This design comes from an exercise in tuning for small area and a short achievable clock period on the open sky130 flow, not from production work.
Only simulation tests tie the RTL to the original design; equivalence was not proved.
Power figures rest on the tool's default switching activity, not on a simulated workload.

==> flow/design.v (excerpt) <==
module spll
#(
		parameter	                  PHASE_BITS = 32,
		parameter	[0:0]	          OPT_TRACK_FREQUENCY = 1'b1,
		parameter	[PHASE_BITS-1:0]  INITIAL_PHASE_STEP  = 0,
		parameter	[0:0]	          OPT_GLITCHLESS      = 1'b1,
		localparam	                  MSB=PHASE_BITS-1
	)
(
		input	wire			       i_clk,
		input	wire			       i_reset,
		input	wire			       i_ld,
		input	wire [(MSB-1):0]       i_step,
		input	wire			       i_ce,
		input	wire			       i_input,
		input	wire [4:0]		       i_lgcoeff,
		output	wire [PHASE_BITS-1:0]  o_phase,
		output	reg	 [1:0]		       o_err,
		output	wire	 		       o_freq
	);
Size in the first run: about 1100 cells after synthesis, about 76 I/O pins.
Settings: LEC_CHECK=0, CAP_MARGIN=20, CORE_MARGIN=2, CORE_UTILIZATION=60, CTS_BUF_LIST=sky130_fd_sc_hd__clkbuf_8, CTS_CLUSTER_SIZE=20, SETUP_SLACK_MARGIN=2.25, SLEW_MARGIN=20; clock period 6.0 ns.
standard.sh (not shown) runs the stock make flow with config.mk's settings and CLKGATE_MAP_FILE= SYNTH_SCRIPT=/design/flow/synth_recipe.tcl, a recipe that flattens the netlist after the stock synthesis.
==> flow/flow/run.sh <==
#!/bin/bash
# Own flow: the standard layout (standard.sh) with these changes:
#  - synthesis maps the logic with a plain delay-driven ABC script
#    (flow/abc.script, via flow/synth.tcl) and without full/half adder cells;
#  - the delay cells are kept out of the design, so that the port buffers
#    are plain buffers;
#  - slow high-stack NOR/OR and wide AOI/OAI cells are kept out of
#    synthesis, so that ABC maps the adders to faster gates.
set -euo pipefail
export MY_WORK=$PWD
export MY_ABC_SCRIPT=$PWD/flow/abc.script
DU="sky130_fd_sc_hd__probe_p_8 sky130_fd_sc_hd__probec_p_8 sky130_fd_sc_hd__lpflow_bleeder_1 sky130_fd_sc_hd__lpflow_clkbufkapwr_1 sky130_fd_sc_hd__lpflow_clkbufkapwr_16 sky130_fd_sc_hd__lpflow_clkbufkapwr_2 sky130_fd_sc_hd__lpflow_clkbufkapwr_4 sky130_fd_sc_hd__lpflow_clkbufkapwr_8 sky130_fd_sc_hd__lpflow_clkinvkapwr_1 sky130_fd_sc_hd__lpflow_clkinvkapwr_16 sky130_fd_sc_hd__lpflow_clkinvkapwr_2 sky130_fd_sc_hd__lpflow_clkinvkapwr_4 sky130_fd_sc_hd__lpflow_clkinvkapwr_8 sky130_fd_sc_hd__lpflow_decapkapwr_12 sky130_fd_sc_hd__lpflow_decapkapwr_3 sky130_fd_sc_hd__lpflow_decapkapwr_4 sky130_fd_sc_hd__lpflow_decapkapwr_6 sky130_fd_sc_hd__lpflow_decapkapwr_8 sky130_fd_sc_hd__lpflow_inputiso0n_1 sky130_fd_sc_hd__lpflow_inputiso0p_1 sky130_fd_sc_hd__lpflow_inputiso1n_1 sky130_fd_sc_hd__lpflow_inputiso1p_1 sky130_fd_sc_hd__lpflow_inputisolatch_1 sky130_fd_sc_hd__lpflow_isobufsrc_1 sky130_fd_sc_hd__lpflow_isobufsrc_16 sky130_fd_sc_hd__lpflow_isobufsrc_2 sky130_fd_sc_hd__lpflow_isobufsrc_4 sky130_fd_sc_hd__lpflow_isobufsrc_8 sky130_fd_sc_hd__lpflow_isobufsrckapwr_16 sky130_fd_sc_hd__lpflow_lsbuf_lh_hl_isowell_tap_1 sky130_fd_sc_hd__lpflow_lsbuf_lh_hl_isowell_tap_2 sky130_fd_sc_hd__lpflow_lsbuf_lh_hl_isowell_tap_4 sky130_fd_sc_hd__lpflow_lsbuf_lh_isowell_4 sky130_fd_sc_hd__lpflow_lsbuf_lh_isowell_tap_1 sky130_fd_sc_hd__lpflow_lsbuf_lh_isowell_tap_2 sky130_fd_sc_hd__lpflow_lsbuf_lh_isowell_tap_4  sky130_fd_sc_hd__clkdlybuf4s15_1 sky130_fd_sc_hd__clkdlybuf4s15_2 sky130_fd_sc_hd__clkdlybuf4s18_1 sky130_fd_sc_hd__clkdlybuf4s18_2 sky130_fd_sc_hd__clkdlybuf4s25_1 sky130_fd_sc_hd__clkdlybuf4s25_2 sky130_fd_sc_hd__clkdlybuf4s50_1 sky130_fd_sc_hd__clkdlybuf4s50_2 sky130_fd_sc_hd__dlygate4sd1_1 sky130_fd_sc_hd__dlygate4sd2_1 sky130_fd_sc_hd__dlygate4sd3_1 sky130_fd_sc_hd__dlymetal6s2s_1 sky130_fd_sc_hd__dlymetal6s4s_1 sky130_fd_sc_hd__dlymetal6s6s_1 sky130_fd_sc_hd__nor3_1 sky130_fd_sc_hd__nor3_2 sky130_fd_sc_hd__nor3_4 sky130_fd_sc_hd__nor3b_1 sky130_fd_sc_hd__nor3b_2 sky130_fd_sc_hd__nor3b_4 sky130_fd_sc_hd__nor4_1 sky130_fd_sc_hd__nor4_2 sky130_fd_sc_hd__nor4_4 sky130_fd_sc_hd__nor4b_1 sky130_fd_sc_hd__nor4b_2 sky130_fd_sc_hd__nor4b_4 sky130_fd_sc_hd__nor4bb_1 sky130_fd_sc_hd__nor4bb_2 sky130_fd_sc_hd__nor4bb_4 sky130_fd_sc_hd__or4_1 sky130_fd_sc_hd__or4_2 sky130_fd_sc_hd__or4_4 sky130_fd_sc_hd__or4b_1 sky130_fd_sc_hd__or4b_2 sky130_fd_sc_hd__or4b_4 sky130_fd_sc_hd__or4bb_1 sky130_fd_sc_hd__or4bb_2 sky130_fd_sc_hd__or4bb_4 sky130_fd_sc_hd__a2111oi_0 sky130_fd_sc_hd__a2111oi_1 sky130_fd_sc_hd__a2111oi_2 sky130_fd_sc_hd__a2111oi_4 sky130_fd_sc_hd__o2111ai_1 sky130_fd_sc_hd__o2111ai_2 sky130_fd_sc_hd__o2111ai_4 sky130_fd_sc_hd__a2111o_1 sky130_fd_sc_hd__a2111o_2 sky130_fd_sc_hd__a2111o_4 sky130_fd_sc_hd__o41ai_1 sky130_fd_sc_hd__o41ai_2 sky130_fd_sc_hd__o41ai_4 sky130_fd_sc_hd__o41a_1 sky130_fd_sc_hd__o41a_2 sky130_fd_sc_hd__o41a_4 sky130_fd_sc_hd__o311ai_0 sky130_fd_sc_hd__o311ai_1 sky130_fd_sc_hd__o311ai_2 sky130_fd_sc_hd__o311ai_4"
bash standard.sh SYNTH_SCRIPT=$PWD/flow/synth.tcl ADDER_MAP_FILE= ABC_CLOCK_PERIOD_IN_PS=2500 "DONT_USE_CELLS=$DU" finish > flow_make.log 2>&1
Other scripts of this flow, unchanged in this note and not shown: flow/flow/abc.script, flow/flow/synth.tcl
Edit:
Settings changed: CORE_UTILIZATION 60 to 70.
Die area went down by 14%. Routed wire length went down by 2.7%. Worst setup slack gains 0.035 ns. Utilization went up by 11 points. Total power went down by 3.9%. Sequential cell count is unchanged. Clock power went down by 13%. Clock-buffer cell count went down by 1.
Edit:
Settings changed: SETUP_SLACK_MARGIN 2.25 to 2.5.
Design area increases by 4.2%.
Worst setup slack improves by 0.084 ns.
Final cell count increases by 1.6%.
Non-clock buffer count increases by 21.
Wire length increases by 5.8%.

========
spll, a different RTL version from the one above (not shown whole).
Size: about 1400 cells after synthesis, about 72 flip-flops, ~76 I/O pins, about 8300 um^2 of cells after synthesis.
clock: 6.0 ns
lec_check: 0
cap_margin: 20
core_margin: 2
core_utilization: 40
slew_margin: 20
==> flow/flow/run.sh <==
#!/bin/bash
# Own flow: the standard layout (standard.sh), but synthesis maps the logic
# with a plain delay-driven ABC script and without the full/half adder cells.
set -euo pipefail
export MY_WORK=$PWD
export MY_ABC_SCRIPT=$PWD/flow/abc.script
EXTRA=$(cat flow/extra.txt 2>/dev/null || true)
bash standard.sh SYNTH_SCRIPT=$PWD/flow/synth.tcl ADDER_MAP_FILE= $EXTRA finish > flow_make.log 2>&1
==> flow/flow/abc.script <==
strash
dch
map
topo
buffer -c
upsize -c
dnsize -c
==> flow/flow/extra.txt <==
ABC_CLOCK_PERIOD_IN_PS=2500
==> flow/flow/synth.tcl <==
# The standard synthesis (synth_recipe.tcl), with the ABC mapping script
# replaced by flow/abc.script
proc abc {args} {
  set i [lsearch -exact $args -script]
  if { $i >= 0 } { set args [lreplace $args [expr {$i+1}] [expr {$i+1}] $::env(MY_ABC_SCRIPT)] }
  yosys abc {*}$args
}
source $::env(MY_WORK)/synth_recipe.tcl
The first run produced a clean layout.
Next try:
==> flow/run.sh (new file) <==
#!/bin/bash
# synth_recipe.tcl (not shown) runs the flow's synth.tcl, then flattens the netlist and writes it again
# the make line also repeats each setting of config.mk as NAME=value (left out here)
make -C /OpenROAD-flow-scripts/flow DESIGN_CONFIG=/design/flow/config.mk WORK_HOME=/design/flow/orfs CLKGATE_MAP_FILE= SYNTH_SCRIPT=/design/flow/synth_recipe.tcl finish
removed: flow/flow/run.sh
removed: flow/flow/abc.script
removed: flow/flow/extra.txt
removed: flow/flow/synth.tcl
removed: flow/standard.sh
Result:
- The new run completed with no timing, DRC or antenna violations
- die area decreases by 6.6%
- cell count decreases by 19%
- total power increases by 24%
- via count decreases by 20%
- worst setup slack is worse by 0.89 ns
- critical path depth increases by 3
- fmax decreases by 17%
- clock-buffer cell count increases by 2
- register-to-register slack is worse by 0.89 ns
- hold slack is worse by 0.021 ns
Next try:
SETUP_SLACK_MARGIN = 3.5   (was default)
Global-route usage climbs by 2.8 points.
Die area is unchanged.
Synthesized area is unchanged.
Clock skew is about the same.
Next try:
==> flow/flow/run.sh (new file) <==
#!/bin/bash
# Own flow: the standard layout (standard.sh), but synthesis maps the logic
# with a plain delay-driven ABC script and without the full/half adder cells.
set -euo pipefail
export MY_WORK=$PWD
export MY_ABC_SCRIPT=$PWD/flow/abc.script
EXTRA=$(cat flow/extra.txt 2>/dev/null || true)
bash standard.sh SYNTH_SCRIPT=$PWD/flow/synth.tcl ADDER_MAP_FILE= $EXTRA finish > flow_make.log 2>&1
==> flow/flow/abc.script (new file) <==
strash
dch
map
topo
buffer -c
upsize -c
dnsize -c
==> flow/flow/extra.txt (new file) <==
ABC_CLOCK_PERIOD_IN_PS=2500
==> flow/flow/synth.tcl (new file) <==
# The standard synthesis (synth_recipe.tcl), with the ABC mapping script
# replaced by flow/abc.script
proc abc {args} {
  set i [lsearch -exact $args -script]
  if { $i >= 0 } { set args [lreplace $args [expr {$i+1}] [expr {$i+1}] $::env(MY_ABC_SCRIPT)] }
  yosys abc {*}$args
}
source $::env(MY_WORK)/synth_recipe.tcl
==> flow/standard.sh (new file) <==
#!/bin/bash
# synth_recipe.tcl (not shown) runs the flow's synth.tcl, then flattens the netlist and writes it again
# the make line also repeats each setting of config.mk as NAME=value (left out here)
make -C /OpenROAD-flow-scripts/flow DESIGN_CONFIG=/design/flow/config.mk WORK_HOME=/design/flow/orfs CLKGATE_MAP_FILE= SYNTH_SCRIPT=/design/flow/synth_recipe.tcl "${@:-finish}"
removed: flow/run.sh
What happened: Total power came out lower by roughly a tenth. Cell area is higher by a quarter to a third. Worst hold slack gets better by 0.025 ns. Utilization went up by 9.5 points. Routed wire length is higher by a quarter to a third. Clock power is higher by a few percent. Sequential power is lower by a few percent. Final cell count climbs by a quarter to a third. Die area climbs by a little under a tenth. Combinational power shrinks by about a fifth. Setup slack is better by 1.6 ns.

re-timing with driven ports:
How much do the figures lean on ideal ports? The routed layouts below were timed once more, with nothing changed but the port constraints. Step 1 sets driving cells, clkbuf_16 on the clock port and buf_2 on the other inputs (assumed; they add their load-dependent delay and slew). Step 2 times the ports against the registers' clock, not the clock port: input delays grow and output delays shrink by t, the midpoint of the rising clock arrivals with the driver on. Three values: ideal ports, drivers, drivers and shift; two values: the first two.
run | shift t [ns] | slack for setup (ns) | hold slack, ns | worst register clock-pin slew, ns
the first run of note 1 | 0.416 | 2.446 / 2.446 / 2.047 | 0.519 / 0.519 / 0.519 | 0.08 / 0.08
the second run of note 1 | 0.398 | 2.481 / 2.481 / 2.267 | 0.514 / 0.514 / 0.514 | 0.09 / 0.09
the third run of note 1 | 0.399 | 2.565 / 2.565 / 2.320 | 0.513 / 0.513 / 0.513 | 0.09 / 0.09
the first run of note 2 | 0.402 | 1.605 / 1.605 / 1.353 | 0.502 / 0.502 / 0.502 | 0.07 / 0.07
the second run of note 2 | 0.397 | 0.720 / 0.720 / 0.720 | 0.480 / 0.480 / 0.480 | 0.06 / 0.06
the third run of note 2 | 0.402 | 1.389 / 1.389 / 1.389 | 0.493 / 0.493 / 0.493 | 0.06 / 0.06
the fourth run of note 2 | 0.408 | 2.947 / 2.947 / 2.947 | 0.518 / 0.518 / 0.518 | 0.08 / 0.08
After both steps setup and hold are still met in every run listed. The setup slack of the first run of note 1, which loses most, moves by 0.000 ns with the drivers and by -0.399 ns with both steps.
